From an optimization exercise on the open Yosys and OpenROAD flow, aimed at small area and a short achievable clock period; shortcuts taken in it are not production practice.
Only simulation tests tie the RTL to the original design; equivalence was not proved.
Power and IR drop assume default switching activity.

## design/flow/flow/run.sh

```bash
#!/bin/bash
# Standard layout, with a tighter setup target for timing repair, plain
# buffers on the ports, and sink clusters of up to 24 flip-flops and no dummy
# loads in clock tree synthesis. Each tool's output goes to a log here.
set -euo pipefail
export SETUP_SLACK_MARGIN=6.25
export BUFFER_PORTS_ARGS="-buffer_cell sky130_fd_sc_hd__buf_2"
export CTS_ARGS="-sink_clustering_enable -repair_clock_nets -dont_use_dummy_load -sink_clustering_size 24 -sink_clustering_max_diameter 120"
bash standard.sh > standard_flow.log 2>&1
```

## design/flow/standard.sh

```bash
#!/bin/bash
# synth_recipe.tcl (not shown) runs the flow's synth.tcl, then flattens the netlist and writes it again
# the make line also repeats each setting of config.mk as NAME=value (left out here)
make -C /OpenROAD-flow-scripts/flow DESIGN_CONFIG=/design/flow/config.mk WORK_HOME=/design/flow/orfs CLKGATE_MAP_FILE= SYNTH_SCRIPT=/design/flow/synth_recipe.tcl "${@:-finish}"
```

## design/flow/config.mk

```make
export PLATFORM = sky130hd
export DESIGN_NAME = SCPU
export DESIGN_NICKNAME = SCPU
export VERILOG_FILES = /design/flow/design.v
export SDC_FILE = /design/flow/constraint.sdc
export NUM_CORES = 8
export LEC_CHECK = 0
export CAP_MARGIN = 20
export CORE_MARGIN = 2
export CORE_UTILIZATION = 50
export SLEW_MARGIN = 20
export SYNTH_HIERARCHICAL = 1
export SYNTH_MINIMUM_KEEP_SIZE = 0
```

## design/flow/constraint.sdc

```tcl
create_clock -name core_clock -period 10.0 [get_ports {clk}]
set_input_delay 2.0000 -clock core_clock [delete_from_list [all_inputs] [get_ports {clk}]]
set_output_delay 2.0000 -clock core_clock [all_outputs]
set_load 0.01 [all_outputs]
```

## design/flow/design.v

```verilog
`timescale 1ns / 1ps
module SCPU(
    input         clk,
    input         rst,
    input  [31:0] inst,
    input  [31:0] data_in,   
    output [31:0] addr_out,  
    output [31:0] data_out,  
    output [31:0] pc_out,    
    output        mem_write,
    output [31:0] out,
    output [6:0]  exmem_opcode,
    input         cache_resp_stall
    );
    localparam [31:0] NOP = 32'h00000013;
    wire stall = cache_resp_stall;
    wire run   = ~cache_resp_stall;
    localparam [2:0] S_N = 3'd0, S_J1 = 3'd1, S_J2 = 3'd2, S_J3 = 3'd3,
                     S_J4 = 3'd4, S_L1 = 3'd5, S_L2 = 3'd6;
    reg  [2:0]  fs;
    reg  [31:0] pc;
    reg  [31:0] if_inst;
    reg         jf;       
    reg  [31:0] jt;       
    wire [6:0] op  = if_inst[6:0];
    wire [2:0] f3  = if_inst[14:12];
    wire [6:0] top = if_inst[31:25];
    wire d_lui   = op == 7'b0110111;
    wire d_r     = op == 7'b0110011;
    wire d_ld    = op == 7'b0000011;
    wire d_st    = op == 7'b0100011;
    wire d_i     = op == 7'b0010011;
    wire d_b     = op == 7'b1100011;
    wire d_jal   = op == 7'b1101111;
    wire d_jalr  = op == 7'b1100111;
    wire d_sys   = op == 7'b1110011;
    wire d_auipc = op == 7'b0010111;
    wire d_em    = d_sys & (f3 == 3'b000) & ((top == 7'b0000000) | (top == 7'b0011000));
    wire d_mret  = d_sys & (f3 == 3'b000) & (top == 7'b0011000);
    wire d_ecall = d_sys & (f3 == 3'b000) & (top == 7'b0000000);
    wire d_csr   = d_sys & (f3[1:0] != 2'b00);
    wire d_jmp   = d_b | d_jal | d_jalr | d_em;
    wire d_csrrs = d_sys & (f3 == 3'b010);
    wire d_csrrw = d_sys & (f3 == 3'b001);
    wire d_341   = if_inst[31:20] == 12'h341;
    wire d_305   = if_inst[31:20] == 12'h305;
    wire bubble = ((fs == S_N) & (d_jmp | d_ld)) | (fs == S_J1) | (fs == S_J2) |
                  (fs == S_J3) | (fs == S_L1);
    always @(posedge clk) begin
        if (run) begin
            case (fs)
                S_N:  fs <= d_jmp ? S_J1 : (d_ld ? S_L1 : S_N);
                S_J1: fs <= S_J2;
                S_J2: fs <= S_J3;
                S_J3: fs <= S_J4;
                S_L1: fs <= S_L2;
                default: fs <= S_N;
            endcase
        end
    end
    wire fs_j = (fs == S_J1) | (fs == S_J2) | (fs == S_J3) | (fs == S_J4);
    wire [31:0] pcm4 = pc - 32'd4;
    always @(posedge clk or posedge rst) begin
        if (rst)
            pc <= 32'b0;
        else if (run) begin
            if (jf & fs_j)
                pc <= jt;
            else if (~jf & ((fs == S_J1) | (fs == S_J2)))
                pc <= pc;
            else if (~jf & ((fs == S_J3) | (fs == S_L1)))
                pc <= pcm4;
            else
                pc <= pc + 32'd4;
        end
    end
    assign pc_out = pc;
    reg  [31:0] rf [1:31];
    reg  [31:1] rv;           
    reg  [31:0] x20;
    reg  [31:0] mtvec, mepc;
    reg [31:0] e_d1, e_r2, e_imm;
    reg [4:0]  e_rd;
    reg [6:0]  e_op;
    reg        e_we, e_asb, e_mw, e_lui, e_link, e_ld, e_ujmp, e_beq, e_bne,
               e_jr, e_jt, e_wmtvec, e_wmepc, e_341, e_ls, e_eqw, e_eqm;
    reg        e_aR, e_aW, e_aD, e_bR, e_bW, e_bI, e_bS;
    reg        e_sub, e_add, e_addn, e_slt, e_sll, e_srl, e_or, e_and;
    reg [31:0] m_addr, m_res, m_do1, m_dout;
    reg [4:0]  m_rd;
    reg [6:0]  m_op;
    reg        m_we, m_mw, m_ld, m_link, m_jr, m_flagj, m_wmtvec, m_wmepc, m_eq;
    reg [31:0] w_val;
    reg        w_wmtvec, w_wmepc;
    wire [4:0] rs1 = if_inst[19:15];
    wire [4:0] rs2 = if_inst[24:20];
    wire [4:0] rd  = if_inst[11:7];
    reg [31:0] imm;
    always @(*) begin
        case (op)
            7'b0010011, 7'b0000011: imm = {{20{if_inst[31]}}, if_inst[31:20]};
            7'b0110111, 7'b0010111: imm = {if_inst[31:12], 12'b0};
            7'b1101111: imm = {{12{if_inst[31]}}, if_inst[19:12], if_inst[20], if_inst[30:21], 1'b0};
            7'b1100011: imm = {{20{if_inst[31]}}, if_inst[7], if_inst[30:25], if_inst[11:8], 1'b0};
            7'b0100011: imm = {{20{if_inst[31]}}, if_inst[31:25], if_inst[11:7]};
            default:    imm = 32'b0;
        endcase
    end
    reg [3:0] aop;
    always @(*) begin
        aop = {if_inst[30], f3};
        if (d_lui | d_ld | d_st | d_csr) aop = 4'b0000;
        else if (d_i) begin
            if (f3 == 3'b000) aop = 4'b0000;
            else if (f3 == 3'b010) aop = 4'b0010;
            else if (f3 == 3'b110) aop = 4'b0110;
        end
        else if (d_b) aop = 4'b1000;
        else if (~(d_r | d_jal | d_jalr | d_sys | d_auipc)) aop = 4'b0000;
    end
    wire d_we  = d_lui | d_r | d_ld | d_i | d_jal | d_jalr | d_csr | d_em | d_auipc;
    wire d_asb = d_ld | d_st | d_i | d_csr | d_mret | d_auipc;
    wire d1_special = d_auipc | d_em;
    wire [31:1] sel1, sel2;
    genvar gi;
    generate
        for (gi = 1; gi < 32; gi = gi + 1) begin : g_dec
            if (gi == 20) begin : g_x20
                assign sel1[gi] = rs1 == gi;
                assign sel2[gi] = rs2 == gi;
            end else begin : g_rf
                assign sel1[gi] = rv[gi] & (rs1 == gi);
                assign sel2[gi] = rv[gi] & (rs2 == gi);
            end
        end
    endgenerate
    wire [32*31-1:0] rflat;
    generate
        for (gi = 1; gi < 32; gi = gi + 1) begin : g_flat
            if (gi == 20) begin : g_x20
                assign rflat[32*(gi-1) +: 32] = x20;
            end else begin : g_rf
                assign rflat[32*(gi-1) +: 32] = rf[gi];
            end
        end
    endgenerate
    wire [31:0] rv2, d1;
    RdPort1 rp1(.d(rflat), .s(sel1), .kill(d1_special),
                .x({pcm4, mepc, mtvec}), .xs({d_auipc, d_mret | (d_csrrs & d_341), d_ecall}), .y(d1));
    RdPort rp2(.d(rflat), .s(sel2), .y(rv2));
    wire fE  = e_we;
    wire fW  = m_we;
    wire a1  = rs1 == e_rd;
    wire b1  = rs2 == e_rd;
    wire a2  = rs1 == m_rd;
    wire b2  = rs2 == m_rd;
    reg [1:0] fa, fb;
    reg       fls;
    always @(*) begin
        fa = 2'b00; fb = 2'b00; fls = 1'b0;
        if (e_341 & d_mret) begin
            fa = 2'b10;
        end else if (a1 & b1) begin
            if (fE) begin
                fa = 2'b10;
                fb = d_asb ? 2'b00 : 2'b10;
            end
        end else if (a1) begin
            fa = fE ? 2'b10 : 2'b00;
            fb = (b2 & fW) ? 2'b01 : 2'b00;
        end else if (b1) begin
            fa = (a2 & fW) ? 2'b01 : 2'b00;
            if (fE) begin
                fb  = d_asb ? 2'b00 : 2'b10;
                fls = d_asb & d_st;
            end
        end else begin
            fa = (a2 & fW) ? 2'b01 : 2'b00;
            fb = (b2 & fW & ~d_asb) ? 2'b01 : 2'b00;
        end
        if (d_auipc) fa = 2'b00;
    end
    wire [31:0] A = ({32{e_aR}} & m_res) | ({32{e_aW}} & w_val) | ({32{e_aD}} & e_d1);
    wire [31:0] B = ({32{e_bR}} & m_res) | ({32{e_bW}} & w_val) |
                    ({32{e_bI}} & e_imm) | ({32{e_bS}} & e_r2);
    wire [31:0] sum;
    Add32 u_add(.a(A), .b(B ^ {32{e_sub}}), .cin(e_sub), .s(sum));
    wire [32:0] as = {1'b0, sum};
    wire        eq  = A == B;
    wire [31:0] Arev, shl, shr;
    genvar ri;
    generate
        for (ri = 0; ri < 32; ri = ri + 1) begin : g_rev
            assign Arev[ri] = A[31-ri];
            assign shr[ri]  = shl[31-ri];
        end
    endgenerate
    wire [4:0] shamt;
    Fwd5 u_shamt(.sR(e_bR), .sW(e_bW), .sI(e_bI), .sS(e_bS),
                 .r(m_res[4:0]), .w(w_val[4:0]), .i(e_imm[4:0]), .s(e_r2[4:0]), .y(shamt));
    assign shl = (e_srl ? Arev : A) << shamt;
    wire [31:0] alu_o = ({32{e_sll}} & shl) |
                        ({32{e_srl}} & shr) |
                        ({32{e_or}}  & (A | B)) |
                        ({32{e_and}} & (A & B));
    wire        ltd = A[31] ^ B[31];
    wire        slt_k = e_slt & ~ltd;
    wire        slt_j = e_slt & ltd & A[31];
    wire [31:0] alu0 = ({32{e_add}} & as[31:0]) | alu_o;
    wire [31:0] res0 = ({32{e_addn}} & as[31:0]) | alu_o | ({32{e_lui}} & e_imm);
    wire        alu_b0, res_b0;
    LateAo u_lt_a(.a(alu0[0] | slt_j), .b(slt_k), .c(as[31]), .y(alu_b0));
    LateAo u_lt_r(.a(res0[0] | slt_j), .b(slt_k), .c(as[31]), .y(res_b0));
    wire [31:0] alu = {alu0[31:1], alu_b0};
    wire [31:0] res = {res0[31:1], res_b0};
    wire        flagj = e_ujmp | (e_beq & eq) | (e_bne & ~eq);
    wire [31:0] wb_next = m_link ? pcm4 : (m_ld ? data_in : m_res);
    wire [31:0] if_inst_n, m_res_n, w_val_n;
    Hold32 h_if(.run(run), .d(bubble ? NOP : inst), .q(if_inst), .y(if_inst_n));
    Hold32 h_mr(.run(run), .d(res), .q(m_res), .y(m_res_n));
    Hold32 h_wv(.run(run), .d(wb_next), .q(w_val), .y(w_val_n));
    always @(posedge clk) begin
        if_inst <= if_inst_n;
        m_res   <= m_res_n;
        w_val   <= w_val_n;
    end
    always @(posedge clk) begin
        if (rst) begin
            e_op <= 7'b0;
            e_wmtvec <= 1'b0;
            e_wmepc  <= 1'b0;
            m_wmtvec <= 1'b0;
            m_wmepc  <= 1'b0;
            w_wmtvec <= 1'b0;
            w_wmepc  <= 1'b0;
        end else if (run) begin
            e_op <= op;
            m_op <= e_op;    
            e_wmtvec <= d_csrrw & d_305;
            e_wmepc  <= ((d_csrrw | d_csrrs) & d_341) | d_ecall;
            m_wmtvec <= e_wmtvec;
            m_wmepc  <= e_wmepc;
            w_wmtvec <= m_wmtvec;
            w_wmepc  <= m_wmepc;
        end
    end
    always @(posedge clk) begin
        if (run) begin
            e_d1  <= d1;
            e_r2  <= rv2;
            e_imm <= imm;
            e_rd  <= rd;
            e_eqw <= rs2 == m_rd;
            e_eqm <= b1;
            e_we  <= d_we & (rd != 5'd0);
            e_asb <= d_asb;
            e_mw  <= d_st;
            e_lui <= d_lui;
            e_link <= d_jal | d_jalr | d_em;
            e_ld  <= d_ld;
            e_ujmp <= d_jal | d_jalr | d_em;
            e_beq <= d_b & ((f3 == 3'b000) | (f3 == 3'b111));
            e_bne <= d_b & ~((f3 == 3'b000) | (f3 == 3'b111));
            e_jr  <= d_jalr | d_em;
            e_jt  <= d_b | d_jal;
            e_341 <= d_341;
            e_aR  <= fa == 2'b10;
            e_aW  <= fa == 2'b01;
            e_aD  <= fa[1] == fa[0];
            e_bR  <= fb == 2'b10;
            e_bW  <= fb == 2'b01;
            e_bI  <= (fb[1] == fb[0]) & d_asb;
            e_bS  <= (fb[1] == fb[0]) & ~d_asb;
            e_ls  <= fls;
            e_sub <= (aop == 4'b1000) | (aop == 4'b0010);
            e_add <= (aop == 4'b0000) | (aop == 4'b1000);
            e_addn <= ((aop == 4'b0000) | (aop == 4'b1000)) & ~d_lui;
            e_slt <= aop == 4'b0010;
            e_sll <= aop == 4'b0001;
            e_srl <= aop == 4'b0101;
            e_or  <= aop == 4'b0110;
            e_and <= aop == 4'b0111;
            m_addr <= alu;
            m_do1  <= e_ls ? m_res : e_r2;
            m_rd   <= e_rd;
            m_eq   <= e_eqm;
            m_link <= e_link;
            m_we   <= e_we;
            m_mw   <= e_mw;
            m_ld   <= e_ld;
            m_jr   <= e_jr;
            m_flagj <= flagj;
        end
    end
    wire        n_eq  = run ? e_eqw : m_eq;
    wire [31:0] n_do1 = run ? (e_ls ? m_res : e_r2) : m_do1;
    always @(posedge clk) begin
        m_dout <= n_eq ? w_val : n_do1;
    end
    wire [31:0] js  = {~(pc[31:3] ^ e_imm[31:3]), pc[2:0] ^ e_imm[2:0]};
    wire [31:0] jmj = {pc[31:3] | e_imm[31:3], pc[2:0] & e_imm[2:0]};
    wire [31:0] jsum;
    Add32F u_jadd(.a(js), .b({jmj[30:0], 1'b0}), .s(jsum));
    always @(posedge clk) begin
        jf <= m_flagj;
        if (run & e_jt)
            jt <= jsum;
        else if (m_flagj & m_jr)
            jt <= m_addr;
    end
    wire [31:1] wdec;
    generate
        for (gi = 1; gi < 32; gi = gi + 1) begin : g_wdec
            assign wdec[gi] = run & m_we & (m_rd == gi);
        end
    endgenerate
    always @(posedge clk or posedge rst) begin
        if (rst)
            rv <= 31'b0;
        else
            rv <= rv | wdec;
    end
    always @(posedge clk) begin
        if (run & m_we & (m_rd != 5'd20))
            rf[m_rd] <= wb_next;
    end
    always @(posedge clk or posedge rst) begin
        if (rst)
            x20 <= 32'b0;
        else if (run & m_we & (m_rd == 5'd20))
            x20 <= wb_next;
    end
    always @(posedge clk) begin
        if (w_wmtvec) mtvec <= w_val;
        if (w_wmepc)  mepc  <= w_val;
    end
    assign addr_out     = m_addr;
    assign data_out     = m_dout;
    assign mem_write    = m_mw;
    assign exmem_opcode = m_op;
    assign out          = x20;
endmodule
module RdPort(input [32*31-1:0] d, input [31:1] s, output [31:0] y);
    wire [31:0] n [0:10];
    genvar g;
    generate
        for (g = 0; g < 10; g = g + 1) begin : grp
            Aoi3 u(.a1(d[32*(3*g) +: 32]),   .b1({32{s[3*g+1]}}),
                   .a2(d[32*(3*g+1) +: 32]), .b2({32{s[3*g+2]}}),
                   .a3(d[32*(3*g+2) +: 32]), .b3({32{s[3*g+3]}}), .y(n[g]));
        end
    endgenerate
    assign n[10] = ~(d[32*30 +: 32] & {32{s[31]}});
    assign y = ~(n[0] & n[1] & n[2] & n[3] & n[4] & n[5] & n[6] & n[7] & n[8] & n[9] & n[10]);
endmodule
module Aoi3(input [31:0] a1, input [31:0] b1, input [31:0] a2, input [31:0] b2,
            input [31:0] a3, input [31:0] b3, output [31:0] y);
    assign y = ~((a1 & b1) | (a2 & b2) | (a3 & b3));
endmodule
module Add32(input [31:0] a, input [31:0] b, input cin, output [31:0] s);
    wire [31:0] p0, g0, c;
    AddPG u_pg(.a(a), .b(b), .p(p0), .g(g0));
    AddTree u_tree(.p(p0), .g(g0), .cin(cin), .c(c));
    assign s = p0 ^ c;
endmodule
module AddPG(input [31:0] a, input [31:0] b, output [31:0] p, output [31:0] g);
    assign p = a ^ b;
    assign g = a & b;
endmodule
module AddTree(input [31:0] p, input [31:0] g, input cin, output [31:0] c);
    wire [31:0] g0 = {g[31:1], g[0] | (p[0] & cin)};
    wire [31:0] g1, p1, g2, p2, g3, p3, g4, p4, g5;
    PrefixLevel #(.D(1))  l1(.gi(g0), .pi(p),  .go(g1), .po(p1));
    PrefixLevel #(.D(2))  l2(.gi(g1), .pi(p1), .go(g2), .po(p2));
    PrefixLevel #(.D(4))  l3(.gi(g2), .pi(p2), .go(g3), .po(p3));
    PrefixLevel #(.D(8))  l4(.gi(g3), .pi(p3), .go(g4), .po(p4));
    PrefixLast  #(.D(16)) l5(.gi(g4), .pi(p4), .go(g5));
    assign c = {g5[30:0], cin};
endmodule
module PrefixLevel #(parameter D = 1) (input [31:0] gi, input [31:0] pi,
                                       output [31:0] go, output [31:0] po);
    assign go = gi | (pi & {gi[31-D:0], {D{1'b0}}});
    assign po = pi & {pi[31-D:0], {D{1'b0}}};
endmodule
module PrefixLast #(parameter D = 16) (input [31:0] gi, input [31:0] pi, output [31:0] go);
    assign go = gi | (pi & {gi[31-D:0], {D{1'b0}}});
endmodule
module Fwd5(input sR, input sW, input sI, input sS, input [4:0] r, input [4:0] w,
            input [4:0] i, input [4:0] s, output [4:0] y);
    assign y = ({5{sR}} & r) | ({5{sW}} & w) | ({5{sI}} & i) | ({5{sS}} & s);
endmodule
module Add32F(input [31:0] a, input [31:0] b, output [31:0] s);
    wire [31:0] p0, g0;
    AddPG u_pg(.a(a), .b(b), .p(p0), .g(g0));
    wire [31:0] g1, p1, g2, p2, g3, p3, g4, p4, g5;
    genvar i;
    generate
        for (i = 0; i < 32; i = i + 1) begin : lv
            if (i >= 1) begin : l1
                assign g1[i] = g0[i] | (p0[i] & g0[i-1]);
                assign p1[i] = p0[i] & p0[i-1];
            end else begin : l1b
                assign g1[i] = g0[i];
                assign p1[i] = p0[i];
            end
            if (i >= 2) begin : l2
                assign g2[i] = g1[i] | (p1[i] & g1[i-2]);
                assign p2[i] = p1[i] & p1[i-2];
            end else begin : l2b
                assign g2[i] = g1[i];
                assign p2[i] = p1[i];
            end
            if (i >= 4) begin : l3
                assign g3[i] = g2[i] | (p2[i] & g2[i-4]);
                assign p3[i] = p2[i] & p2[i-4];
            end else begin : l3b
                assign g3[i] = g2[i];
                assign p3[i] = p2[i];
            end
            if (i >= 8) begin : l4
                assign g4[i] = g3[i] | (p3[i] & g3[i-8]);
                assign p4[i] = p3[i] & p3[i-8];
            end else begin : l4b
                assign g4[i] = g3[i];
                assign p4[i] = p3[i];
            end
            if (i >= 16) begin : l5
                assign g5[i] = g4[i] | (p4[i] & g4[i-16]);
            end else begin : l5b
                assign g5[i] = g4[i];
            end
        end
    endgenerate
    assign s = p0 ^ {g5[30:0], 1'b0};
endmodule
module RdPort1(input [32*31-1:0] d, input [31:1] s, input kill,
               input [32*3-1:0] x, input [3:1] xs, output [31:0] y);
    wire [31:0] n [0:10];
    wire [31:0] nx;
    genvar g;
    generate
        for (g = 0; g < 10; g = g + 1) begin : grp
            Aoi3 u(.a1(d[32*(3*g) +: 32]),   .b1({32{s[3*g+1]}}),
                   .a2(d[32*(3*g+1) +: 32]), .b2({32{s[3*g+2]}}),
                   .a3(d[32*(3*g+2) +: 32]), .b3({32{s[3*g+3]}}), .y(n[g]));
        end
    endgenerate
    assign n[10] = ~(d[32*30 +: 32] & {32{s[31]}});
    Aoi3 ux(.a1(x[31:0]),  .b1({32{xs[1]}}), .a2(x[63:32]), .b2({32{xs[2]}}),
            .a3(x[95:64]), .b3({32{xs[3]}}), .y(nx));
    wire [31:0] r = ~(n[0] & n[1] & n[2] & n[3] & n[4] & n[5] & n[6] & n[7] & n[8] & n[9] & n[10]);
    assign y = (r & {32{~kill}}) | ~nx;
endmodule
module LateAo(input a, input b, input c, output y);
    assign y = a | (b & c);
endmodule
module Hold32(input run, input [31:0] d, input [31:0] q, output [31:0] y);
    assign y = run ? d : q;
endmodule
```

==> qor.csv, run 1 <==
stage;metric;value;unit
clock_tree;htreeDepth;3;
run;cap_violations;0;
pwr;clock_power_share;16.7;%
sta;finalCriticalPeriod;3.835;ns
logic_synthesis;netlist_area;72250;sq um
layout;layout_common_cells;edfxtp_1, a222oi_1, nand2_1, buf_4, buf_2;
setup_path;cp_slowest_cell;nand2b_1;
clock_tree;clk_pin_slew;0.10;ns
sta;worst_pin_slew;1.188;ns
layout;layout.nets;5990;
pwr;ir_drop;0.0001956;V
worst_hold_path;hold_path.class;reg2reg;
clock_tree;insertion_delay;0.71;ns
sta;period_share;38.35;%
logic_synthesis;avgSynthCellArea;13.46;sq um
sta;max-slew-margin-rel;20.51;%
layout;drive_gt1_share;20.57;%
drt;first_pass_iters;16;
pwr;intPower;11.94;mW
sta;setup_viol;0;
setup_path;cp_top_family;compound AO/OA/AOI/OAI gates;
global_route;grt_pass1_wl;413900;um
placement;gp_congestion;0.9976;
drt;vias;56180;
layout;layout_commonest_cell;edfxtp_1;
sta;clock_skew;0.08594;ns
drt;drt_iter0_drc;11410;
floorplanning;die_y;384.1;um
layout;max_flop_register;rf;
setup_path;crit_fanout;8;
pwr;p_leak;30.13;nW
clock_tree;cts_root_buffer;clkbuf_16;
logic_synthesis;synth_nets;5602;
drt;wl_per_cell;39.72;um
drt;drc_errors;0;
sta;tns;0;ns
floorplanning;io-pin-count;203;
placement;port_buffers;202;
setup_path;criticalPathCategory;reg2reg;
global_route;grt_pass1_vias;52490;
setup_path;cp-start-kind;flop;
placement;dp_hpwl;205700;um
setup_path;end_kind;flop;
setup_path;worstPathCellList;buf_6, buf_8, buf_16, buf_4, buf_4, a222oi_1, buf_4, o22a_1, nand2b_1, a221o_1, o221ai_1, a221o_1, mux2_4;
pwr;netSwitchingPower;7.673;mW
layout;largest_reg_flops;960;
sta;fmax;260.7;MHz
floorplanning;die-area;147600;sq um
floorplanning;start_util;50.35;%
layout;fin_area;80960;sq um
setup_path;worstPathRequired;10.60;ns
clock_tree;cts_tree;done;
logic_synthesis;synthCells;5369;
clock_tree;clockBufferDepth;3;
setup_path;timing.critical_path.buf_inv;6;
pwr;seqPwrFrac;44.1;%
floorplanning;dieWidth;384.1;um
layout;area_delta_synth_final;12.06;%
setup_path;cp_common_cell;buf_4;
global_route;grt_max_degree;128;
floorplanning;core_area;143500;sq um
drt;drt_wl_total;304300;um
status;status;complete, no violations;
pwr;power_density;242.3;nW/um^2
pwr;pwr-share-comb;39.1;%
placement;postPlaceCellArea;76400;sq um
sta;grt_setup_unrepaired;yes;
layout;post-route-util;56.43;%
global_route;antenna_found_initial;12;
drt;ant_nets;0;
clock_tree;clock_sinks;1507;
global_route;grt_overflow;0;
floorplanning;rows;139;
setup_path;critPathArrivalTime;4.44;ns
setup_path;cp_slowest_stage_delay;0.47;ns
clock_tree;cts_buffers;74;
drt;viasPerCell;7.333;
sta;finalHoldViolations;0;
sta;drv_slew;0;
global_route;gr-usage-all-layers;39.82;%
logic_synthesis;yosysWarnings;9;
pwr;p_sw_share;39.11;%
## area by class of cell
class,instances,area (sq um)
tap,1903,2381
timing repair buffer,552,4167
antenna,3,7.507
inverter,207,809.5
multi-input combinational,3414,28690
clock buffer,74,1852
fill,11860,62520
sequential,1507,43050
timing repair inverter,1,5.005
## final timing paths
path | from | cells past startpoint | endpoint | slack (ns)
max in group asynchronous | rst | 3 | x20[16] | 7.25
min in group asynchronous | rst | 2 | rv[30] | 1.45
setup / recovery | e_aR | 13 | m_res[16] | 6.16
setup reg to reg | e_aR | 13 | m_res[16] | 6.16
hold reg to reg | m_flagj | 0 | jf | 0.40
hold / removal | m_flagj | 0 | jf | 0.40
## worst register-to-register path, stage by stage, from the launching register on
cell and delay (ns):
edfxtp_1 0.40, buf_6 0.17, buf_8 0.15, buf_16 0.15, buf_4 0.16, buf_4 0.13, a222oi_1 0.33, buf_4 0.26
o22a_1 0.30, nand2b_1 0.47, a221o_1 0.47, o221ai_1 0.21, a221o_1 0.29, mux2_4 0.26
## power by group through the flow
stage	Clock (mW)	Combinational [mW]	Sequential, mW
floorplan	0	4.15	8.28
global placement	0	6.65	8.77
detailed placement	0	6.68	8.78
CTS	3.31	7.13	8.60
global route	3.51	8.02	8.67
finish	3.28	7.68	8.66
## metrics by stage
stage	worst slack, ns	power, mW	cells	hold slack [ns]
4_1_cts	6.137	19.04	7610	0.4017
5_1_grt	6.062	20.20	7659	0.4259
3_3_place_gp	4.795	15.42	7431	0.3619
2_1_floorplan	4.478	12.43	5369	0.3483
6_report	6.165	19.62	7661	0.4032
3_5_place_dp	4.751	15.46	7432	0.3764
## metal layers
| layer | up-vias | part of all wire (%) | track usage, % |
|---|---|---|---|
| met2 | 3908 | 46 | 64.45 |
| met4 | 14 | 5.7 | 18.37 |
| met3 | 565 | 11 | 8.334 |
| met5 | - | 0.027 | 0 |
| li1 | 23260 | - | - |
| met1 | 28440 | 37 | 51.44 |
## what timing repair did
action	CTS	global route
gates resized for setup	127	121
hold buffers	0	0
buffers inserted	100	41
setup endpoints to repair	1010	234
pin swaps	22	59
gates cloned	4	7
==> run 2: changes to the inputs <==
--- a/design/flow/design.v
+++ b/design/flow/design.v
@@ -58,2 +58,6 @@
             endcase
+            if (bubble)
+                if_inst <= NOP;
+            else
+                if_inst <= inst;
         end
@@ -217,11 +221,2 @@
     wire [31:0] wb_next = m_link ? pcm4 : (m_ld ? data_in : m_res);
-    wire [31:0] if_inst_n, m_res_n, w_val_n;
-    Hold32 h_if(.run(run), .d(bubble ? NOP : inst), .q(if_inst), .y(if_inst_n));
-    Hold32 h_mr(.run(run), .d(res), .q(m_res), .y(m_res_n));
-    Hold32 h_wv(.run(run), .d(wb_next), .q(w_val), .y(w_val_n));
-    always @(posedge clk) begin
-        if_inst <= if_inst_n;
-        m_res   <= m_res_n;
-        w_val   <= w_val_n;
-    end
     always @(posedge clk) begin
@@ -283,2 +278,3 @@
             m_addr <= alu;
+            m_res  <= res;
             m_do1  <= e_ls ? m_res : e_r2;
@@ -292,2 +288,3 @@
             m_flagj <= flagj;
+            w_val  <= wb_next;
         end
@@ -372,16 +369,27 @@
     wire [31:0] g1, p1, g2, p2, g3, p3, g4, p4, g5;
-    PrefixLevel #(.D(1))  l1(.gi(g0), .pi(p),  .go(g1), .po(p1));
-    PrefixLevel #(.D(2))  l2(.gi(g1), .pi(p1), .go(g2), .po(p2));
-    PrefixLevel #(.D(4))  l3(.gi(g2), .pi(p2), .go(g3), .po(p3));
-    PrefixLevel #(.D(8))  l4(.gi(g3), .pi(p3), .go(g4), .po(p4));
-    PrefixLast  #(.D(16)) l5(.gi(g4), .pi(p4), .go(g5));
+    PrefixLevel #(.D(1))  l1(.gh(g0[31:1]),  .ph(p[31:1]),   .gl(g0[30:0]), .pl(p[30:0]),   .go(g1[31:1]),  .po(p1[31:1]));
+    assign g1[0] = g0[0];
+    assign p1[0] = p[0];
+    PrefixLevel #(.D(2))  l2(.gh(g1[31:2]),  .ph(p1[31:2]),  .gl(g1[29:0]), .pl(p1[29:0]),  .go(g2[31:2]),  .po(p2[31:2]));
+    assign g2[1:0] = g1[1:0];
+    assign p2[1:0] = p1[1:0];
+    PrefixLevel #(.D(4))  l3(.gh(g2[31:4]),  .ph(p2[31:4]),  .gl(g2[27:0]), .pl(p2[27:0]),  .go(g3[31:4]),  .po(p3[31:4]));
+    assign g3[3:0] = g2[3:0];
+    assign p3[3:0] = p2[3:0];
+    PrefixLevel #(.D(8))  l4(.gh(g3[31:8]),  .ph(p3[31:8]),  .gl(g3[23:0]), .pl(p3[23:0]),  .go(g4[31:8]),  .po(p4[31:8]));
+    assign g4[7:0] = g3[7:0];
+    assign p4[7:0] = p3[7:0];
+    PrefixLast  l5(.gh(g4[30:16]), .ph(p4[30:16]), .gl(g4[14:0]), .go(g5[30:16]));
+    assign g5[15:0] = g4[15:0];
+    assign g5[31] = 1'b0;
     assign c = {g5[30:0], cin};
 endmodule
-module PrefixLevel #(parameter D = 1) (input [31:0] gi, input [31:0] pi,
-                                       output [31:0] go, output [31:0] po);
-    assign go = gi | (pi & {gi[31-D:0], {D{1'b0}}});
-    assign po = pi & {pi[31-D:0], {D{1'b0}}};
+module PrefixLevel #(parameter D = 1) (input [31:D] gh, input [31:D] ph,
+                                       input [31-D:0] gl, input [31-D:0] pl,
+                                       output [31:D] go, output [31:D] po);
+    assign go = gh | (ph & gl);
+    assign po = ph & pl;
 endmodule
-module PrefixLast #(parameter D = 16) (input [31:0] gi, input [31:0] pi, output [31:0] go);
-    assign go = gi | (pi & {gi[31-D:0], {D{1'b0}}});
+module PrefixLast(input [30:16] gh, input [30:16] ph, input [14:0] gl, output [30:16] go);
+    assign go = gh | (ph & gl);
 endmodule
@@ -456,4 +464 @@
 endmodule
-module Hold32(input run, input [31:0] d, input [31:0] q, output [31:0] y);
-    assign y = run ? d : q;
-endmodule
--- a/design/flow/config.mk
+++ b/design/flow/config.mk
@@ -9,3 +9,3 @@
 export CORE_MARGIN = 2
-export CORE_UTILIZATION = 50
+export CORE_UTILIZATION = 56
 export SLEW_MARGIN = 20
==> run 2 against run 1 <==
Effect of this change: still clean; register-to-register slack better by 0.02 ns; critical path depth down 4; area after synthesis down 1.7%; cell count down 6.3%; die area down 12%; cell area down 2.8%; via count down 1.8%; clock skew down 0.022 ns; utilization up 6.2 points; count of clock-buffer cells in the layout down 1; clock power down 1%.
==> qor.csv, run 2 <==
stage;metric;value;unit
status;status;complete, no violations;
global_route;gr-usage-all-layers;41.74;%
setup_path;critPathArrivalTime;4.24;ns
logic_synthesis;yosysWarnings;9;
sta;tns;0;ns
logic_synthesis;synth_nets;5376;
setup_path;cp_top_family;compound AO/OA/AOI/OAI gates;
layout;max_flop_register;rf;
global_route;grt_overflow;0;
clock_tree;clock_sinks;1507;
layout;layout_common_cells;edfxtp_1, a222oi_1, nand2_1, buf_4, inv_1;
floorplanning;core_area;125700;sq um
clock_tree;cts_buffers;73;
placement;gp_congestion;1.030;
sta;finalHoldViolations;0;
pwr;p_total;15.99;mW
sta;finalCriticalPeriod;3.817;ns
clock_tree;clockBufferDepth;3;
setup_path;crit_fanout;19;
floorplanning;io-pin-count;203;
placement;postPlaceCellArea;75360;sq um
setup_path;end_kind;flop;
drt;vias;55180;
layout;largest_reg_flops;960;
drt;wl_per_cell;38.97;um
layout;fin_area;78690;sq um
pwr;power_density;203.3;nW/um^2
drt;drt_wl_total;279700;um
layout;area_delta_synth_final;10.82;%
sta;setup_viol;0;
setup_path;cp_slowest_cell;edfxtp_1;
sta;max-slew-margin-rel;15.78;%
sta;period_share;38.17;%
global_route;grt_pass1_wl;385900;um
setup_path;path_depth;9;
pwr;pwr-share-comb;29.2;%
sta;clock_skew;0.06427;ns
setup_path;timing.critical_path.buf_inv;2;
global_route;grt_pass1_vias;51110;
sta;worst_pin_slew;1.228;ns
drt;drt_iter0_drc;12430;
sta;fmax;262.0;MHz
sta;grt_setup_unrepaired;yes;
clock_tree;cts_root_buffer;clkbuf_16;
layout;drive_gt1_share;16.87;%
floorplanning;die-area;129700;sq um
clock_tree;cts_tree;done;
drt;drc_errors;0;
setup_path;rr_worst_depth;9;
pwr;ir_drop;0.0001799;V
pwr;p_sw_share;34.52;%
worst_hold_path;hold_depth;0;
worst_hold_path;hold_path.class;reg2reg;
pwr;p_leak;29.10;nW
global_route;antenna_found_initial;14;
clock_tree;clk_pin_slew;0.11;ns
placement;port_buffers;202;
drt;ant_nets;0;
logic_synthesis;netlist_area;71010;sq um
setup_path;worstPathCellList;a22oi_1, nand2_4, clkinv_2, buf_4, mux4_2, mux2i_1, o221ai_1, a211oi_1, nand2_1;
floorplanning;die_y;360.1;um
sta;drv_slew;0;
setup_path;worstPathRequired;10.42;ns
floorplanning;start_util;56.47;%
layout;layout_commonest_cell;edfxtp_1;
pwr;intPower;10.47;mW
setup_path;cp-start-kind;flop;
layout;layout.nets;5758;
drt;viasPerCell;7.687;
layout;nFillCells;9733;
run;cap_violations;0;
placement;dp_hpwl;191900;um
sta;finalWorstSetupSlack;6.183;ns
setup_path;criticalPathCategory;reg2reg;
drt;first_pass_iters;13;
logic_synthesis;synthCells;5143;
floorplanning;dieWidth;360.1;um
placement;dp_slack;5.064;ns
floorplanning;rows;130;
pwr;clock_power_share;20.2;%
logic_synthesis;avgSynthCellArea;13.81;sq um
clock_tree;insertion_delay;0.72;ns
pwr;seqPwrFrac;50.6;%
pwr;netSwitchingPower;5.520;mW
setup_path;cp_slowest_stage_delay;0.63;ns
clock_tree;htreeDepth;3;
global_route;grt_max_degree;162;
==> run 2: final timing paths <==
check                            end  slack, ns      from
min in group asynchronous     rv[28]       1.57       rst
setup reg to reg           m_res[12]       6.18  e_imm[2]
hold / removal                    jf       0.41   m_flagj
max in group asynchronous    x20[18]       6.99       rst
setup / recovery           m_res[12]       6.18  e_imm[2]
hold reg to reg                   jf       0.41   m_flagj
==> run 2: layer usage <==
metal  share of wire (%)  GRT usage [%]  wire (um)  vias up
met3                  12          9.383      34590      669
met2                  45          65.57     126600     4413
li1                    -              -          -    22560
met5               0.030              0         83        -
met4                 6.9          22.70      19220       12
met1                  35          54.13      99190    27530
==> run 2: through the flow <==
stage / instances / util (%) / hold WS, ns
after floorplan: 5143 / - / 0.3484
after global placement: 6997 / 59.83 / 0.3891
after detailed placement: 7002 / 59.94 / 0.3892
after CTS: 7129 / 61.95 / 0.4130
after global routing: 7174 / 62.58 / 0.4196
final: 7178 / 62.58 / 0.4093
==> run 2: layout make-up <==
cell class	instances	area, sq um	area share, %
clock buffer	73	1827	2.322
inverter	207	784.5	0.9970
tap	1650	2064	2.624
timing repair buffer	488	3447	4.381
sequential	1507	44000	55.92
multi-input combinational	3248	26550	33.74
antenna	5	12.51	0.01590
==> run 2: power groups by stage <==
| stage | registers [mW] | logic (mW) | clock network [mW] |
|---|---|---|---|
| after detailed placement | 8.21 | 4.28 | 0 |
| after global placement | 8.21 | 4.23 | 0 |
| after global routing | 8.10 | 4.90 | 3.44 |
| after floorplan | 7.95 | 2.61 | 0 |
| final | 8.09 | 4.67 | 3.24 |
| after CTS | 8.07 | 4.39 | 3.24 |
==> run 2: timing repair <==
action,CTS,global route
hold buffers,0,0
setup endpoints to repair,1008,475
gates resized for setup,58,51
cloned,4,3
pin swaps,10,18
setup buffers,50,40
endpoints found under the hold margin,0,0
==> run 3: changes to the inputs <==
--- a/design/flow/config.mk
+++ b/design/flow/config.mk
@@ -13 +13,2 @@
 export SYNTH_MINIMUM_KEEP_SIZE = 0
+export TNS_END_PERCENT = 30
==> run 3 against run 2 <==
Effect of this change: clock power about the same; fmax decreased by 3.2%; count of clock-buffer cells in the layout unchanged; non-clock buffer count increased by 8; hold slack improved by 0.00072 ns.
==> qor.csv, run 3 <==
stage;metric;value;unit
global_route;grt_pass1_wl;385900;um
floorplanning;dieWidth;360.1;um
logic_synthesis;synth_nets;5376;
drt;viasPerCell;7.670;
setup_path;critPathArrivalTime;4.60;ns
clock_tree;clock_sinks;1507;
drt;drt_iter0_drc;12300;
pwr;p_sw_share;34.42;%
sta;grt_setup_unrepaired;yes;
setup_path;critPathLaunch;pc[2];
floorplanning;io-pin-count;203;
drt;first_pass_iters;15;
layout;nFillCells;9740;
global_route;antenna_found_initial;11;
drt;wl_per_cell;38.89;um
sta;max-slew-margin-rel;8.311;%
pwr;p_leak;29.08;nW
placement;dp_hpwl;191900;um
layout;layout.nets;5764;
setup_path;reg2reg_from;pc[2];
layout;largest_reg_flops;960;
logic_synthesis;avgSynthCellArea;13.81;sq um
placement;port_buffers;202;
sta;tns;0;ns
sta;drv_slew;0;
clock_tree;insertion_delay;0.72;ns
worst_hold_path;hold_path.class;reg2reg;
setup_path;worstPathRequired;10.65;ns
clock_tree;cts_tree;done;
layout;multi_input_area;26470;sq um
pwr;seqPwrFrac;50.6;%
pwr;pwr-share-comb;29.2;%
floorplanning;core_area;125700;sq um
pwr;clock_power_share;20.2;%
sta;period_share;39.43;%
sta;fmax;253.6;MHz
layout;area_delta_synth_final;10.73;%
layout;final_cells;7183;
floorplanning;start_util;56.47;%
logic_synthesis;netlist_area;71010;sq um
global_route;gr-usage-all-layers;41.75;%
global_route;grt_max_degree;162;
drt;ant_nets;0;
layout;layout_common_cells;edfxtp_1, a222oi_1, nand2_1, buf_4, buf_2;
run;cap_violations;0;
worst_hold_path;min_from;m_flagj;
drt;vias;55100;
layout;seq_area;44000;sq um
clock_tree;cts_root_buffer;clkbuf_16;
sta;finalCriticalPeriod;3.943;ns
floorplanning;die-area;129700;sq um
sta;finalHoldViolations;0;
placement;gp_congestion;1.030;
global_route;grt_pass1_vias;51050;
pwr;ir_drop;0.0001819;V
sta;setup_viol;0;
status;status;complete, no violations;
setup_path;cp-start-kind;flop;
global_route;grt_overflow;0;
layout;max_flop_register;rf;
pwr;power_density;203.3;nW/um^2
logic_synthesis;yosysWarnings;9;
drt;drc_errors;0;
pwr;intPower;10.48;mW
logic_synthesis;synthCells;5143;
layout;drive_gt1_share;16.98;%
clock_tree;clk_pin_slew;0.09;ns
clock_tree;clockBufferDepth;3;
drt;drt_wl_total;279300;um
sta;worst_pin_slew;1.366;ns
setup_path;crit_fanout;32;
placement;dp.cells;7002;
floorplanning;die_y;360.1;um
setup_path;criticalPathCategory;reg2reg;
clock_tree;hold_buffers;0;
setup_path;end_kind;flop;
floorplanning;rows;130;
pwr;netSwitchingPower;5.502;mW
clock_tree;htreeDepth;3;
layout;layout_commonest_cell;edfxtp_1;
sta;clock_skew;0.06025;ns
clock_tree;cts_buffers;73;
run 3: cell types whose count changed in the layout (fill, tap and decap cells not counted), moves of 3 or more:
cell	before	now
and2_1	138	133
inv_1	202	195
a21o_1	162	166
and2_4	1	6
inv_2	1	5
ha_4	9	12
a21o_4	6	2
xnor2_1	49	53
buf_12	17	12
buf_4	259	272
run 3: what timing repair did:
action / 4_1_cts / 5_1_grt
cloned: 4 / 2
pin swaps: 8 / 21
setup endpoints to repair: 1008 / 760
resized for setup: 46 / 62
setup buffers: 41 / 56
run 3: final timing paths:
| check | end | slack [ns] | depth (start not counted) |
|---|---|---|---|
| worst min-delay path | jf | 0.41 | 0 |
| worst max-delay path | x20[13] | 6.06 | 8 |
| min in group asynchronous | rv[1] | 1.56 | 2 |
| worst max register to register | x20[13] | 6.06 | 8 |
| worst min register to register | jf | 0.41 | 0 |
| max in group asynchronous | x20[18] | 7.01 | 3 |
run 3: through the flow:
stage	hold WS [ns]	worst slack (ns)	util (%)	total power, mW	instance area (sq um)
6_report	0.4100	6.057	62.54	15.99	78630
3_3_place_gp	0.3891	5.093	59.83	12.44	75230
3_5_place_dp	0.3892	5.064	59.94	12.49	75360
2_1_floorplan	0.3484	3.257	-	10.56	71190
5_1_grt	0.4193	6.066	62.53	16.44	78620
4_1_cts	0.4130	6.040	61.85	15.68	77770
run 3: per-layer routing:
layer | up-vias | global-route usage, % | share of wire [%]
met5 | - | 0 | 0.030
met4 | 8 | 22.91 | 6.8
met3 | 680 | 9.378 | 12
met2 | 4257 | 65.35 | 45
met1 | 27590 | 54.27 | 36
li1 | 22560 | - | -
run 3: power by group through the flow:
stage	Clock (mW)	Combinational (mW)	Sequential, mW
floorplan	0	2.61	7.95
global placement	0	4.23	8.21
detailed placement	0	4.28	8.21
CTS	3.24	4.37	8.07
global route	3.44	4.90	8.10
finish	3.23	4.67	8.09
run 3: layout make-up:
cell class,count,area share (%)
Sequential cell,1507,55.96
Multi-Input combinational cell,3246,33.67
Timing Repair Buffer,496,4.398
Tap cell,1650,2.626
Clock buffer,73,2.323
Inverter,207,1.010
Antenna cell,4,0.01273
run 3: worst max-delay path, cell delays in order, from the launching register on:
cell and delay [ns]:
dfrtp_1 0.54, or4_1 0.64, nor4_2 0.17, buf_4 0.26
nand2_1 0.13, xnor2_1 1.09, nand2_1 0.26, o21ai_4 0.45
mux2_2 0.30
==> run 4: changes to the inputs <==
--- a/design/flow/config.mk
+++ b/design/flow/config.mk
@@ -7,8 +7,7 @@
 export LEC_CHECK = 0
-export CAP_MARGIN = 20
+export CAP_MARGIN = 10
 export CORE_MARGIN = 2
 export CORE_UTILIZATION = 56
-export SLEW_MARGIN = 20
+export SLEW_MARGIN = 10
 export SYNTH_HIERARCHICAL = 1
 export SYNTH_MINIMUM_KEEP_SIZE = 0
-export TNS_END_PERCENT = 30
==> run 4 against run 3 <==
Effect of this change: still clean; non-clock buffer count is 16 higher; via count barely moved; clock skew grew 0.014 ns; die area is the same; sequential share of layout area decreased by 0.26 points; global-route usage decreased by 0.069 points; combinational power grew 1%; critical path depth increased by 3; area after synthesis stayed put.
==> qor.csv, run 4 <==
stage;metric;value;unit
sta;finalHoldViolations;0;
clock_tree;cts_root_buffer;clkbuf_16;
placement;dp_hpwl;191500;um
layout;largest_reg_flops;960;
layout;fin_area;78990;sq um
sta;max-slew-margin-rel;13.59;%
placement;gp_congestion;1.030;
logic_synthesis;synth_nets;5376;
drt;wl_per_cell;38.97;um
sta;fmax;255.7;MHz
clock_tree;hold_buffers;0;
layout;nFillCells;9746;
setup_path;crit_fanout;8;
sta;grt_setup_unrepaired;yes;
floorplanning;die-area;129700;sq um
clock_tree;htreeDepth;3;
worst_hold_path;worstHoldEndpoint;jf;
pwr;netSwitchingPower;5.531;mW
floorplanning;rows;130;
floorplanning;io-pin-count;203;
pwr;power_density;203.1;nW/um^2
sta;finalCriticalPeriod;3.911;ns
logic_synthesis;netlist_area;71010;sq um
run;cap_violations;0;
placement;port_buffers;202;
clock_tree;cts_tree;done;
pwr;ir_drop;0.0001738;V
floorplanning;die_y;360.1;um
sta;drv_slew;0;
setup_path;criticalPathCategory;reg2reg;
layout;max_flop_register;rf;
setup_path;cp-start-kind;flop;
layout;drive_gt1_share;17.53;%
setup_path;critPathArrivalTime;4.33;ns
logic_synthesis;avgSynthCellArea;13.81;sq um
floorplanning;dieWidth;360.1;um
pwr;p_leak;29.20;nW
pwr;p_sw_share;34.48;%
setup_path;r2r_setup_slack;6.09;ns
sta;tns;0;ns
global_route;antenna_found_initial;4;
drt;vias;55140;
clock_tree;cts_buffers;73;
setup_path;reg2reg_from;e_aR;
setup_path;worstPathRequired;10.42;ns
worst_hold_path;hold_depth;0;
clock_tree;clk_pin_slew;0.09;ns
global_route;gr-usage-all-layers;41.68;%
setup_path;end_kind;flop;
status;status;complete, no violations;
clock_tree;clockBufferDepth;3;
drt;ant_nets;0;
clock_tree;clock_sinks;1507;
worst_hold_path;hold_path.class;reg2reg;
layout;layout_common_cells;edfxtp_1, a222oi_1, nand2_1, buf_4, buf_2;
sta;hold_ws;0.3995;ns
setup_path;worstReg2RegEnd;m_flagj;
layout;layout.nets;5784;
clock_tree;insertion_delay;0.71;ns
worst_hold_path;min_from;m_flagj;
pwr;intPower;10.51;mW
sta;clock_skew;0.07413;ns
pwr;seqPwrFrac;50.4;%
layout;post-route-util;62.83;%
drt;viasPerCell;7.647;
global_route;grt_pass1_wl;385500;um
floorplanning;core_area;125700;sq um
global_route;grt_overflow;0;
global_route;grt_pass1_vias;50970;
floorplanning;start_util;56.47;%
drt;drc_errors;0;
setup_path;rr_worst_depth;11;
sta;worst_pin_slew;1.287;ns
pwr;clock_power_share;20.2;%
layout;area_delta_synth_final;11.25;%
placement;postPlaceCellArea;75230;sq um
logic_synthesis;yosysWarnings;9;
placement;dp.cells;6997;
sta;setup_viol;0;
global_route;grt_max_degree;162;
drt;drt_iter0_drc;12140;
layout;layout_commonest_cell;edfxtp_1;
sta;period_share;39.11;%
drt;drt_wl_total;281000;um
logic_synthesis;synthCells;5143;
pwr;pwr-share-comb;29.4;%
drt;first_pass_iters;15;
layout;final_cells;7210;
-- run 4: timing repair --
| action | 4_1_cts | 5_1_grt |
|---|---|---|
| gates cloned | 3 | 8 |
| pin swaps | 12 | 48 |
| buffers inserted | 44 | 74 |
| setup endpoints to repair | 1031 | 599 |
| resized for setup | 57 | 79 |
-- run 4: layer usage --
metal,wire length [um],track usage (%),part of all wire [%],vias to the layer above
met5,13,0,0.0046,-
met4,18410,21.68,6.6,2
met3,34760,9.041,12,657
met2,129300,65.82,46,4375
met1,98520,54.36,35,27480
li1,-,-,-,22620
-- run 4: how the worst max path moves through the flow --
stage | startpoint | cells after the start | endpoint | slack, ns
floorplan | cache_resp_stall | 7 | x20[0] | 3.26
global placement | cache_resp_stall | 4 | rf[30][13] | 5.09
detailed placement | cache_resp_stall | 4 | rf[30][13] | 5.07
CTS | cache_resp_stall | 5 | rf[8][18] | 5.87
global route | e_aR | 14 | m_res[30] | 6.07
finish | e_aR | 11 | m_flagj | 6.09
-- run 4: cell type report --
| cell class | instances | area (sq um) | area share, % |
|---|---|---|---|
| inverters | 207 | 793.3 | 1.004 |
| clock buffers | 73 | 1827 | 2.313 |
| repair buffers | 512 | 3620 | 4.582 |
| diodes | 11 | 27.53 | 0.03485 |
| well taps | 1650 | 2064 | 2.613 |
| flip-flops and latches | 1507 | 44000 | 55.71 |
| multi-input cells | 3250 | 26660 | 33.75 |
-- run 4: critical path, stage by stage, from the launching register on --
cell and delay, ns:
edfxtp_1 0.47, buf_6 0.18, clkbuf_16 0.17, a222oi_1 0.42, buf_4 0.28, inv_4 0.06, buf_4 0.13, ha_1 0.26
nor4_1 0.71, nand4_1 0.51, o21ai_0 0.35, nand3b_1 0.10
-- run 4: power by group through the flow --
| stage | registers [mW] | clock network (mW) | logic (mW) |
|---|---|---|---|
| final | 8.09 | 3.24 | 4.72 |
| after global routing | 8.09 | 3.43 | 4.94 |
| after CTS | 8.07 | 3.24 | 4.37 |
| after detailed placement | 8.21 | 0 | 4.27 |
| after global placement | 8.21 | 0 | 4.23 |
| after floorplan | 7.95 | 0 | 2.61 |
-- run 4: through the flow --
step | power, mW | setup slack (ns)
floorplan | 10.56 | 3.257
global placement | 12.44 | 5.093
detailed placement | 12.49 | 5.073
CTS | 15.68 | 5.875
global route | 16.47 | 6.074
finish | 16.04 | 6.089
==> run 5: changes to the inputs <==
--- a/design/flow/flow/run.sh
+++ b/design/flow/flow/run.sh
@@ -5,3 +5,3 @@
 set -euo pipefail
-export SETUP_SLACK_MARGIN=6.25
+export SETUP_SLACK_MARGIN=6.4
 export BUFFER_PORTS_ARGS="-buffer_cell sky130_fd_sc_hd__buf_2"
--- a/design/flow/config.mk
+++ b/design/flow/config.mk
@@ -7,6 +7,6 @@
 export LEC_CHECK = 0
-export CAP_MARGIN = 10
+export CAP_MARGIN = 20
 export CORE_MARGIN = 2
 export CORE_UTILIZATION = 56
-export SLEW_MARGIN = 10
+export SLEW_MARGIN = 20
 export SYNTH_HIERARCHICAL = 1
==> run 5 against run 4 <==
Effect of this change: still clean on timing, DRC and antenna; cell area grew 1.6%; clock power is essentially flat; sequential power is essentially flat; first-iteration DRC count grew 2.0%; power grew 1.6%; utilization grew 1.0 points; area after synthesis is the same; non-clock buffer count grew 73; hold slack gained 0.012 ns; register-to-register slack gained 0.11 ns; critical path type unchanged.
==> qor.csv, run 5 <==
stage;metric;value;unit
placement;port_buffers;202;
clock_tree;cts_tree;done;
setup_path;worstPathRequired;10.39;ns
pwr;pwr-share-comb;30.6;%
status;status;complete, no violations;
drt;wl_per_cell;38.77;um
sta;drv_slew;0;
floorplanning;io-pin-count;203;
clock_tree;insertion_delay;0.72;ns
setup_path;cp_top_family;compound AO/OA/AOI/OAI gates;
setup_path;cp_common_cell;a21o_1;
clock_tree;clk_pin_slew;0.10;ns
logic_synthesis;synth_nets;5376;
clock_tree;cts_buffers;73;
sta;period_share;37.98;%
placement;dp_slack;5.064;ns
setup_path;criticalPathCategory;reg2reg;
layout;layout.nets;5852;
placement;dp.cells;7002;
logic_synthesis;netlist_area;71010;sq um
clock_tree;clock_sinks;1507;
drt;drt_iter0_drc;12380;
setup_path;rr_worst_depth;15;
clock_tree;clockBufferDepth;3;
global_route;antenna_found_initial;8;
sta;finalHoldViolations;0;
setup_path;timing.critical_path.buf_inv;5;
layout;final_cells;7270;
sta;fmax;263.3;MHz
setup_path;worstPathCellList;buf_6, buf_16, a222oi_1, buf_4, clkinvlp_4, ha_4, a21o_1, a21o_1, a21o_1, buf_4, a21o_1, a21o_1, xor2_4, a22oi_2, nand3_2;
drt;drc_errors;0;
pwr;ir_drop;0.0001819;V
logic_synthesis;synthCells;5143;
logic_synthesis;avgSynthCellArea;13.81;sq um
drt;first_pass_iters;14;
pwr;clock_power_share;19.8;%
global_route;grt_max_degree;162;
floorplanning;start_util;56.47;%
sta;worst_pin_slew;1.215;ns
floorplanning;die_y;360.1;um
clock_tree;cts_root_buffer;clkbuf_16;
floorplanning;dieWidth;360.1;um
placement;dp_hpwl;191900;um
layout;layout_common_cells;edfxtp_1, a222oi_1, buf_4, nand2_1, buf_2;
pwr;power_density;203.1;nW/um^2
pwr;netSwitchingPower;5.631;mW
global_route;grt_overflow;0;
sta;max-slew-margin-rel;18.24;%
setup_path;cp_slowest_stage_delay;0.46;ns
pwr;seqPwrFrac;49.6;%
sta;finalCriticalPeriod;3.798;ns
layout;seq_area;44010;sq um
sta;finalWorstSetupSlack;6.202;ns
floorplanning;rows;130;
worst_hold_path;hold_depth;0;
sta;grt_setup_unrepaired;yes;
drt;drt_wl_total;281800;um
drt;ant_nets;0;
pwr;intPower;10.67;mW
setup_path;end_kind;flop;
global_route;grt_pass1_wl;390100;um
run;cap_violations;0;
layout;largest_reg_flops;960;
drt;vias;55510;
drt;viasPerCell;7.635;
layout;max_flop_register;rf;
layout;nFillCells;9601;
sta;clock_skew;0.05468;ns
layout;layout_commonest_cell;edfxtp_1;
placement;gp_congestion;1.030;
floorplanning;die-area;129700;sq um
setup_path;path_depth;15;
clock_tree;hold_buffers;0;
setup_path;critPathArrivalTime;4.19;ns
worst_hold_path;hold_path.class;reg2reg;
sta;setup_viol;0;
layout;drive_gt1_share;20.14;%
setup_path;cp_slowest_cell;edfxtp_1;
logic_synthesis;yosysWarnings;9;
clock_tree;htreeDepth;3;
setup_path;crit_fanout;8;
global_route;grt_pass1_vias;51450;
layout;area_delta_synth_final;13.07;%
pwr;p_sw_share;34.54;%
setup_path;cp-start-kind;flop;
sta;tns;0;ns
layout;multi_input_area;27240;sq um
floorplanning;core_area;125700;sq um
pwr;p_leak;29.69;nW
global_route;gr-usage-all-layers;42.25;%
run 5: worst paths after layout:
| check | endpoint | from | slack (ns) |
|---|---|---|---|
| setup / recovery | m_res[22] | e_aR | 6.20 |
| hold / removal | jf | m_flagj | 0.41 |
| setup reg to reg | m_res[22] | e_aR | 6.20 |
| hold reg to reg | jf | m_flagj | 0.41 |
| max in group asynchronous | x20[18] | rst | 6.97 |
| min in group asynchronous | rv[1] | rst | 1.58 |
run 5: cell type report:
class	count	share of cell area, %
Timing Repair Buffer	585	5.395
Sequential cell	1507	54.82
Clock buffer	73	2.275
Multi-Input combinational cell	3245	33.93
Antenna cell	3	0.009351
Inverter	207	0.9974
Tap cell	1650	2.571
run 5: power by group through the flow:
stage               Sequential [mW]  Clock, mW  Combinational [mW]
floorplan                      7.95          0                2.61
global placement               8.21          0                4.23
detailed placement             8.21          0                4.28
CTS                            8.07       3.24                4.54
global route                   8.09       3.44                5.22
finish                         8.09       3.23                4.99
run 5: what timing repair did:
item	in CTS	in global routing
resized for setup	119	165
buffers inserted	95	90
gates cloned	6	0
pin swaps	35	58
setup endpoints to repair	1227	596
run 5: layer usage:
layer  part of all wire (%)  wire, um  track usage [%]
met5                  0.015        41                0
met4                    7.1     20070            22.65
met3                     12     34350            9.145
met2                     45    127900            66.55
met1                     35     99450            55.02
run 5: per-stage QoR:
| step | utilization, % | total power, mW | area [sq um] | hold WS (ns) |
|---|---|---|---|---|
| 2_1_floorplan | - | 10.56 | 71190 | 0.3484 |
| 6_report | 63.85 | 16.30 | 80290 | 0.4115 |
| 5_1_grt | 63.85 | 16.76 | 80280 | 0.4208 |
| 3_5_place_dp | 59.94 | 12.49 | 75360 | 0.3892 |
| 3_3_place_gp | 59.83 | 12.44 | 75230 | 0.3891 |
| 4_1_cts | 62.61 | 15.85 | 78720 | 0.4130 |
==> run 6: changes to the inputs <==
--- a/design/flow/flow/run.sh
+++ b/design/flow/flow/run.sh
@@ -5,3 +5,3 @@
 set -euo pipefail
-export SETUP_SLACK_MARGIN=6.4
+export SETUP_SLACK_MARGIN=6.25
 export BUFFER_PORTS_ARGS="-buffer_cell sky130_fd_sc_hd__buf_2"
--- a/design/flow/config.mk
+++ b/design/flow/config.mk
@@ -10,2 +10,3 @@
 export CORE_UTILIZATION = 56
+export GPL_TIMING_DRIVEN = 0
 export SLEW_MARGIN = 20
==> run 6 against run 5 <==
Effect of this change: critical path depth is 2 higher; critical path type unchanged; combinational power is 9.2% higher; highest routed layer unchanged; non-clock buffer count is 195 higher.
==> qor.csv, run 6 <==
stage;metric;value;unit
global_route;grt_pass1_wl;420300;um
sta;drv_slew;0;
setup_path;worstReg2RegEnd;m_res[29];
status;status;complete, no violations;
setup_path;worstPathCellList;buf_6, buf_12, clkbuf_16, a222oi_1, buf_2, buf_6, clkinvlp_4, ha_4, and2_4, a21o_1, a21o_1, a21o_1, a21o_1, xor2_4, a22o_1, nor3_2, a21oi_2;
layout;seq_area;44010;sq um
setup_path;cp-start-kind;flop;
drt;first_pass_iters;12;
setup_path;r2r_setup_slack;6.01;ns
setup_path;crit_fanout;5;
setup_path;cp_slowest_cell;edfxtp_1;
sta;tns;0;ns
setup_path;worstPathRequired;10.50;ns
drt;drc_errors;0;
layout;layout.nets;6045;
layout;drive_gt1_share;22.67;%
worst_hold_path;hold_path.class;reg2reg;
clock_tree;cts_tree;done;
setup_path;reg2reg_from;e_aD;
clock_tree;hold_buffers;0;
setup_path;rr_worst_depth;17;
drt;viasPerCell;7.839;
placement;gp_congestion;1.060;
pwr;ir_drop;0.0001804;V
global_route;grt_overflow;0;
clock_tree;clockBufferDepth;3;
clock_tree;clk_pin_slew;0.11;ns
floorplanning;die_y;360.1;um
setup_path;criticalPathCategory;reg2reg;
logic_synthesis;netlist_area;71010;sq um
drt;vias;58530;
clock_tree;htreeDepth;3;
sta;finalCriticalPeriod;3.988;ns
layout;nFillCells;9033;
global_route;grt_pass1_vias;54310;
clock_tree;insertion_delay;0.71;ns
setup_path;cp_common_cell;a21o_1;
layout;multi_input_area;27560;sq um
layout;max_flop_register;rf;
pwr;power_density;198.8;nW/um^2
placement;port_buffers;202;
drt;wl_per_cell;40.87;um
setup_path;end_kind;flop;
drt;ant_nets;0;
setup_path;critPathArrivalTime;4.49;ns
sta;fmax;250.7;MHz
sta;hold_ws;0.3721;ns
global_route;antenna_found_initial;10;
worst_hold_path;worstHoldEndpoint;jf;
logic_synthesis;yosysWarnings;9;
sta;period_share;39.88;%
worst_hold_path;hold_depth;0;
floorplanning;io-pin-count;203;
floorplanning;dieWidth;360.1;um
sta;finalHoldViolations;0;
sta;clock_skew;0.05405;ns
floorplanning;core_area;125700;sq um
worst_hold_path;min_from;m_flagj;
logic_synthesis;synth_nets;5376;
setup_path;cp_slowest_stage_delay;0.45;ns
sta;grt_setup_unrepaired;yes;
placement;dp_hpwl;220100;um
layout;largest_reg_flops;960;
drt;drt_iter0_drc;14820;
sta;max-slew-margin-rel;27.00;%
pwr;p_leak;30.96;nW
logic_synthesis;synthCells;5143;
layout;layout_commonest_cell;edfxtp_1;
floorplanning;start_util;56.47;%
layout;area_delta_synth_final;17.89;%
global_route;grt_max_degree;51;
drt;drt_wl_total;305200;um
clock_tree;cts_root_buffer;clkbuf_16;
clock_tree;clock_sinks;1507;
floorplanning;rows;130;
sta;setup_viol;0;
layout;post-route-util;66.57;%
sta;worst_pin_slew;1.095;ns
logic_synthesis;avgSynthCellArea;13.81;sq um
layout;layout_common_cells;edfxtp_1, a222oi_1, nand2_1, buf_2, buf_4;
floorplanning;die-area;129700;sq um
clock_tree;cts_buffers;73;
global_route;gr-usage-all-layers;45.85;%
pwr;p_total;16.64;mW
run;cap_violations;0;
-- run 6: how the worst max path moves through the flow --
stage	startpoint	end	slack [ns]	cells after the start
after floorplan	cache_resp_stall	x20[0]	3.26	7
after global placement	cache_resp_stall	pc[9]	0.87	6
after detailed placement	cache_resp_stall	rf[16][27]	4.68	11
after CTS	e_aD	m_res[28]	6.14	16
after global routing	e_aD	m_res[29]	5.97	17
final	e_aD	m_res[29]	6.01	17
-- run 6: cell type report --
class / instances / area share [%]
Tap cell: 1650 / 2.466
Sequential cell: 1507 / 52.57
Clock buffer: 73 / 2.182
Multi-Input combinational cell: 3243 / 32.92
Buffer: 188 / 1.245
Antenna cell: 7 / 0.02093
Timing Repair Buffer: 592 / 7.635
Inverter: 207 / 0.9596
-- run 6: metal layers --
| layer | global-route usage [%] | part of all wire [%] | routed length (um) |
|---|---|---|---|
| met1 | 58.21 | 34 | 103100 |
| met2 | 70.94 | 44 | 134600 |
| met3 | 11.13 | 13 | 40900 |
| met4 | 28.85 | 8.6 | 26310 |
| met5 | 0.6289 | 0.059 | 179 |
-- run 6: stage by stage --
| step | worst slack [ns] | cell area (sq um) | instances |
|---|---|---|---|
| 4_1_cts | 6.136 | 82540 | 7411 |
| 2_1_floorplan | 3.257 | 71190 | 5143 |
| 3_5_place_dp | 4.678 | 78210 | 7190 |
| 3_3_place_gp | 0.8738 | 74270 | 6995 |
| 5_1_grt | 5.970 | 83690 | 7460 |
| 6_report | 6.012 | 83710 | 7467 |
-- run 6: power breakdown --
group,switching (mW),internal (mW),total [mW]
clock network,1.92,1.31,3.24
registers,0.420,7.53,7.95
logic,3.47,1.98,5.45
total,5.82,10.8,16.6
-- run 6: repair_timing --
| item | in CTS | in global routing |
|---|---|---|
| buffers inserted | 142 | 46 |
| resized for setup | 285 | 163 |
| endpoints found under the setup margin | 1786 | 435 |
| pin swaps | 87 | 86 |
| gates cloned | 6 | 2 |
-- run 6: worst max-delay path: cells and delay by family, from the launching register on --
kind            cells  cell delay [ns]
compound gates      7             1.55
xor+xnor            1             0.33
fa+ha+maj           1             0.30
buf+inv             6             0.97
flops               1             0.45
simple gates        2             0.22

-- re-timing with driven ports --
Ports are ideal in the flow. The routed layouts listed here were re-timed in OpenROAD.
Step 1 assumes that a clkbuf_16 drives the clock port and a buf_2 every other input.
Step 2 adds t to the input delays and takes it off the output delays; t is the mean of the earliest and latest rising clock arrival at the registers after step 1. Input paths then give back, and output paths get back, about the clock's delay inside the block.
Slacks: ideal ports / drivers / drivers and shift; pairs: ideal ports / drivers.
run | t (ns) | slack for setup (ns) | worst hold slack (ns)
run 1 | 0.758 | 6.165 / 6.165 / 5.557 | 0.403 / 0.403 / 0.403
run 2 | 0.770 | 6.183 / 6.183 / 5.618 | 0.409 / 0.409 / 0.409
run 3 | 0.772 | 6.057 / 6.057 / 5.413 | 0.410 / 0.410 / 0.410
run 4 | 0.752 | 6.089 / 6.089 / 5.614 | 0.400 / 0.400 / 0.400
run 5 | 0.768 | 6.202 / 6.202 / 5.687 | 0.412 / 0.412 / 0.412
run 6 | 0.758 | 6.012 / 6.012 / 5.544 | 0.372 / 0.372 / 0.372
After both steps every run listed still meets setup and hold. For run 3, which loses most, drivers alone change the setup slack by 0.000 ns; drivers and shift together by -0.644 ns.
